This is an optimization exercise on Yosys and OpenROAD, whose aim is small area, not a production implementation.
In this exercise RTL edits were held to simulation tests only and were not proved equivalent to the original.

==> flow/design.v, too long to show whole: its modules and the start of the top module <==
// module fir: 1326 lines
// module aoi222: 4 lines
// module aoi22: 3 lines
// module xnor2c: 3 lines
// module xor2c: 3 lines
// module fa: 4 lines
// module audio_lpf: 12 lines
module audio_lpf (
    input  wire               clk,
    input  wire               rst_n,
    input  wire               valid_in,
    input  wire signed [31:0] x_in,
    output wire               valid_out,
    output wire signed [31:0] y_out
);
  // ...
==> flow/flow/run.sh <==
#!/bin/bash
# Own flow: the standard layout (standard.sh, unchanged synthesis and steps),
# with the I/O port buffers that global placement inserts made from the
# smallest buffer cell, sky130_fd_sc_hd__buf_1, instead of the default choice.
# Each ORFS step keeps its full log under orfs/logs/; this script's own output
# goes to flow_run.log in the work folder.
set -euo pipefail
exec > >(tee -a flow_run.log) 2>&1
echo "run.sh: $(date -u) in $(pwd)"
bash standard.sh "BUFFER_PORTS_ARGS=-buffer_cell sky130_fd_sc_hd__buf_1" finish
echo "run.sh: done $(date -u)"
==> flow/standard.sh <==
#!/bin/bash
# synth_recipe.tcl (not shown) runs the flow's synth.tcl, then flattens the netlist and writes it again
# the make line also repeats each setting of config.mk as NAME=value (left out here)
make -C /OpenROAD-flow-scripts/flow DESIGN_CONFIG=/design/flow/config.mk WORK_HOME=/design/flow/orfs CLKGATE_MAP_FILE= SYNTH_SCRIPT=/design/flow/synth_recipe.tcl "${@:-finish}"
==> flow/config.mk <==
export PLATFORM = sky130hd
export DESIGN_NAME = audio_lpf
export DESIGN_NICKNAME = audio_lpf
export VERILOG_FILES = /design/flow/design.v
export SDC_FILE = /design/flow/constraint.sdc
export NUM_CORES = 4
export LEC_CHECK = 0
export CAP_MARGIN = 20
export CELL_PAD_IN_SITES_DETAIL_PLACEMENT = 1
export CELL_PAD_IN_SITES_GLOBAL_PLACEMENT = 1
export CORE_MARGIN = 2
export CORE_UTILIZATION = 40
export CTS_BUF_LIST = sky130_fd_sc_hd__clkbuf_4 sky130_fd_sc_hd__clkbuf_16
export SLEW_MARGIN = 20
export SYNTH_HIERARCHICAL = 1
==> flow/constraint.sdc <==
create_clock -name core_clock -period 10.0 [get_ports {clk}]
set_input_delay 2.0000 -clock core_clock [delete_from_list [all_inputs] [get_ports {clk}]]
set_output_delay 2.0000 -clock core_clock [all_outputs]
set_load 0.01 [all_outputs]
==> results by group, run 1 <==
Outcome
  • Outcome: no timing/DRC/antenna violations

Worst setup path
  • RR Startpoint: u_fir_lpr.ph[2]$_DFFE_PN0P_
  • CP delay by family, top: adder cells
  • CP peak stage delay: around 0.67 ns

Yosys
  • Post-Syn Nets: 1551
  • EDFF count, synth: 0
  • Ys Warns: 7
  • Yosys cell types: 55
  • Register area share after synthesis: between 10% and 20%
  • Synth Area in Compound Gates: 23.7%

Floorplanning
  • Initial Util: about 41%
  • Die width: 181 um
  • Placeable Area: between 0.03 and 0.04 mm^2

Placement
  • Routability cong.: 0.873
  • Post-DP Area: 0.0132 mm^2

Global routing
  • Vias in the first global route: 11.9k

Detailed routing
  • DRC violations left: 0

STA
  • Max-slew violation count: 0
  • Setup tns final: 0 ns
  • Fmax: 109 MHz

Clock tree
  • Sink Count: 83
  • Cts bufs inserted: 9
==> run 2: changes to the inputs <==
==> flow/run.sh (new file) <==
#!/bin/bash
# synth_recipe.tcl (not shown) runs the flow's synth.tcl, then flattens the netlist and writes it again
# the make line also repeats each setting of config.mk as NAME=value (left out here)
make -C /OpenROAD-flow-scripts/flow DESIGN_CONFIG=/design/flow/config.mk WORK_HOME=/design/flow/orfs CLKGATE_MAP_FILE= SYNTH_SCRIPT=/design/flow/synth_recipe.tcl finish
--- a/flow/config.mk
+++ b/flow/config.mk
@@ -12,3 +12,2 @@
 export CORE_UTILIZATION = 40
-export CTS_BUF_LIST = sky130_fd_sc_hd__clkbuf_4 sky130_fd_sc_hd__clkbuf_16
 export SLEW_MARGIN = 20
removed: flow/flow/run.sh
removed: flow/standard.sh
==> run 2 against run 1 <==
Compared with the run above: clock-buffer cell count is 2 higher; final cell count is 0.30% lower; largest cell class unchanged; still clean on timing, DRC and antenna.
==> results by group, run 2 <==
Outcome
  • Outcome: no timing/DRC/antenna violations (unchanged)

Yosys
  • Top_reg_cell synth: dfxtp_1 (unchanged)
  • Flop and latch count out of synthesis: 83 (unchanged)
  • Synth area leader: fa_1 (unchanged)
  • EDFF count, synth: 0 (unchanged)
  • Mapped Avg Cell Area: 10.2 um^2 (unchanged)
  • Cell area after synthesis: 0.0125 mm^2 (unchanged)
  • Async S/R FF share, synth: 6.02% (unchanged)
  • Ys Warns: 7 (unchanged)
  • Register area share after synthesis: 13.5% (unchanged)
  • Dominant cells by area after synthesis: fa_1 44%, dfxtp_1 12%, a222oi_1 12% (unchanged)
  • Count leader, synth: fa_1 (unchanged)
  • Post-synth top area share: 43.9% (unchanged)
  • Post-Syn Nets: 1551 (unchanged)
  • Synth top cells by count: 275 x fa_1, 165 x nand2_1, 155 x a222oi_1 (unchanged)
  • Yosys cell types: 55 (unchanged)
  • Cell count after synthesis: 1234 (unchanged)

Clock tree
  • TritonCTS clock tree: yes (unchanged)
  • # Post-CTS Setup Buffers: 0 (unchanged)
  • Sink Count: 83 (unchanged)
  • CTS clock-pin slew for the worst setup and hold paths: 0.06 ns (about the same)
  • H-tree Lvls: 3 (unchanged)
  • CTS resizes: 0 (unchanged)
  • CTS root buf: clkbuf_16 (unchanged)
  • Cts bufs inserted: 9 (unchanged)
  • Buffer levels on the longest clock path: 2 (unchanged)
  • Clock latency on the worst-skew pair: 0.35 ns (was 0.36 ns)
  • Cts hold-fix bufs: 0 (unchanged)

Floorplanning
  • Die height: 181 um (unchanged)
  • Initial Util: 40.8% (unchanged)
  • Die width: 181 um (unchanged)
  • Ports: 68 (unchanged)
  • Die area: 0.0328 mm^2 (unchanged)
  • # rows: 64 (unchanged)
  • Placeable Area: 0.0307 mm^2 (unchanged)

Cells and area
  • # diodes: 0 (unchanged)
  • Most frequent cells in the layout: 275 x fa_1, 163 x nand2_1, 155 x a222oi_1, 103 x o21ai_0, 78 x dfxtp_1 (unchanged)
  • Largest regs: u_fir_lpr.acc0 x19, u_fir_lpr.acc1 x19, u_fir_lpr.acc2 x18 (unchanged)
  • Fillers: 3408 (was 3481)
  • Multi-input gate area: 0.0101 mm^2 (about the same)
  • Layout cell share with drive strength beyond 1: 7.60% (was 7.81%)
  • Util after Layout: 44.8% (was 43.9%)
  • Final #Nets: 1576 (was 1580)
  • Design Area, Final: 0.0138 mm^2 (was 0.0135 mm^2)
  • Area delta synth->final: 10.0% (was 7.64%)
  • Non-Filler Instances: 1659 (was 1664)
  • Most common cell after layout, fill and taps aside: fa_1 (unchanged)
  • Sequential cell area: 0.00169 mm^2 (unchanged)

STA
  • Final period utilization: 91.6% (was 91.8%)
  • Final setup viols: 0 (unchanged)
  • Slew of the pin with the lowest slew margin: 0.937 ns (was 0.938 ns)
  • Final Hold Fails: 0 (unchanged)
  • Max-Slew Margin vs Limit: 37.5% (about the same)
  • Min Tclk post-route: 9.16 ns (was 9.18 ns)
  • Max-slew violation count: 0 (unchanged)
  • Setup tns final: 0 ns (unchanged)
  • Fmax: 109 MHz (about the same)
  • RSZ-0062 raised after global routing: no (unchanged)
  • Setup Skew: 0.0123 ns (was 0.00788 ns)

Global routing
  • Largest net degree at the start of global routing: 40 (unchanged)
  • Antenna violations before repair: 0 (unchanged)
  • Total congestion overflow: 0 (unchanged)
  • Gr usage total: 27.8% (was 27.7%)
  • First-pass GRT wire length: 70600 um (was 70400 um)
  • Vias in the first global route: 11.9k (about the same)

Worst setup path
  • CP endpoint kind: flop (unchanged)
  • Slowest cell on the critical path: fa_1 (was buf_1)
  • CP peak stage delay: 0.50 ns (was 0.67 ns)
  • WP data required: 10.22 ns (was 10.24 ns)
  • Crit Path Class: in -> reg (unchanged)
  • CP arrival: 9.38 ns (was 9.42 ns)
  • Most used cell, CP: fa_1 (unchanged)
  • Crit-path cells: clkdlybuf4s50_1 > buf_4 > nand2_1 > inv_1 > a222oi_1 > fa_1 > fa_1 > fa_1 > fa_1 > fa_1 > fa_1 > fa_1 > fa_1 > fa_1 > fa_1 > fa_1 > fa_1 > fa_1 (was buf_1 > nand2_1 > inv_1 > a222oi_1 > fa_1 > fa_1 > fa_1 > fa_1 > fa_1 > fa_1 > fa_1 > fa_1 > fa_1 > fa_1 > fa_1 > fa_1 > fa_1)
  • Critical Path Fanout Max: 18 (was 12)
  • CP Launch Type: input pin (unchanged)

Detailed routing
  • Iter 0 DRT Violations: 1788 (was 1644)
  • Detailed Route WL: 44200 um (about the same)
  • Met2 routed wirelength: 20400 um (was 20200 um)
  • Drt pass-1 iters: 11 (was 12)
  • DR top layer: met4 (unchanged)
  • Post-DR wirelength/cell: 26.7 um (was 26.5 um)
  • Vias: 10.7k (was 10.8k)
  • DRT antenna net count: 0 (unchanged)
  • WL met1: 19100 um (was 18800 um)
  • Met3 wire length: 3800 um (was 4180 um)
  • DRC violations left: 0 (unchanged)
  • Via density per instance: 6.44 (was 6.46)

Placement
  • Hpwl dp: 32200 um (was 32600 um)
  • Routability cong.: 0.875 (was 0.873)
  • Port Buffer Count: 51 (unchanged)
  • Post-DP Area: 0.0135 mm^2 (was 0.0132 mm^2)
  • Inst Count DP: 1644 (was 1648)

Run
  • Max-cap violations: 0 (unchanged)

Worst hold path
  • Worst hold path class: reg -> reg (unchanged)
## run 2: changes by cell type in the layout (fill, tap and decap cells not counted), moves of 2 or more
cell | previous run | this run
buf_4 | 64 | 60
clkinv_1 | 2 | 0
clkdlybuf4s50_1 | 0 | 51
buf_1 | 51 | 0
## run 2: critical path, delay by kind of cell
kind            cells  cell delay [ns]
compound gates      1             0.49
fa+ha+maj          13             5.47
buf+inv             3             1.00
simple gates        1             0.39
## run 2: area by class of cell
| cell class | count | area share [%] |
|---|---|---|
| flip-flops and latches | 83 | 12.2 |
| well taps | 396 | 3.59 |
| repair buffers | 111 | 6.97 |
| inverters | 60 | 1.63 |
| clock buffers | 11 | 1.76 |
| clock inverters | 4 | 0.191 |
| multi-input cells | 994 | 73.6 |
## run 2: cell families (layout without fill, tap and decap cells)
group / after synthesis / in the layout / synth area share, %
compound gates: 395 / 395 / 23.7
simple gates: 279 / 279 / 9.69
flops: 83 / 83 / 13.5
xor+xnor: 27 / 27 / 1.89
mux: 6 / 6 / 0.489
buf+inv: 157 / 186 / 5.69
fa+ha+maj: 287 / 287 / 45.0
## run 2: modules after synthesis, one instance, submodules excluded, excerpt
module	copies in the design	area, um^2	cells
fa	275	20.0	1
fir	1	5360	790
aoi222	152	10.0	1
xor2c	17	8.76	1
## run 2: stage by stage
stage / hold WS, ns / setup slack [ns]
2_1_floorplan: 0.565 / 0.654
3_3_place_gp: 0.610 / 0.622
3_5_place_dp: 0.627 / 0.531
4_1_cts: 0.643 / 0.915
5_1_grt: 0.690 / 0.670
6_report: 0.636 / 0.842
## run 2: routing by layer
layer / track usage (%) / vias up
li1: - / 4602
met1: 39.0 / 5506
met3: 4.88 / 51
met2: 44.8 / 532
met5: 0 / -
met4: 6.83 / 0
## run 2: worst paths after layout
kind                                        startpoint                            end  slack [ns]  cells after the start
hold reg to reg             u_fir_lpr.acc2[17]$_DFF_P_     u_fir_lpr.acc2[17]$_DFF_P_        0.64                      3
setup reg to reg           u_fir_lpr.ph[2]$_DFFE_PN0P_      u_fir_lpr.acc1[9]$_DFF_P_        1.53                     20
max in group asynchronous                        rst_n    u_fir_lpr.first$_DFFE_PN1P_        7.83                      1
hold / removal              u_fir_lpr.acc2[17]$_DFF_P_     u_fir_lpr.acc2[17]$_DFF_P_        0.64                      3
min in group asynchronous                        rst_n  u_fir_lpr.valid_out$_DFF_PN0_        1.89                      1
setup / recovery                              valid_in      u_fir_lpr.acc1[9]$_DFF_P_        0.84                     18

port drivers added, routing unchanged:
No port has a modelled driver above. Below, the same layouts with a new extraction and two added sets of constraints. Step 1 assumes that a clkbuf_16 drives the clock port and a buf_2 every other input. Step 2 adds t to the input delays and takes it off the output delays; t is the mean of the earliest and latest rising clock arrival at the registers after step 1. Input paths then give back, and output paths get back, about the clock's delay inside the block. a / b / c = ideal ports / drivers / drivers and shift; a / b = the first two.
run	shift t [ns]	setup slack, ns	worst register clock-pin slew, ns	pins driven straight from the clock port
run 1	0.409	0.818 / 0.836 / 0.427	0.07 / 0.07	1
run 2	0.397	0.842 / 0.866 / 0.469	0.07 / 0.07	1
After both steps setup and hold are still met in every run listed. The setup slack of run 1, which loses most, moves by +0.018 ns with the drivers and by -0.391 ns with both steps.
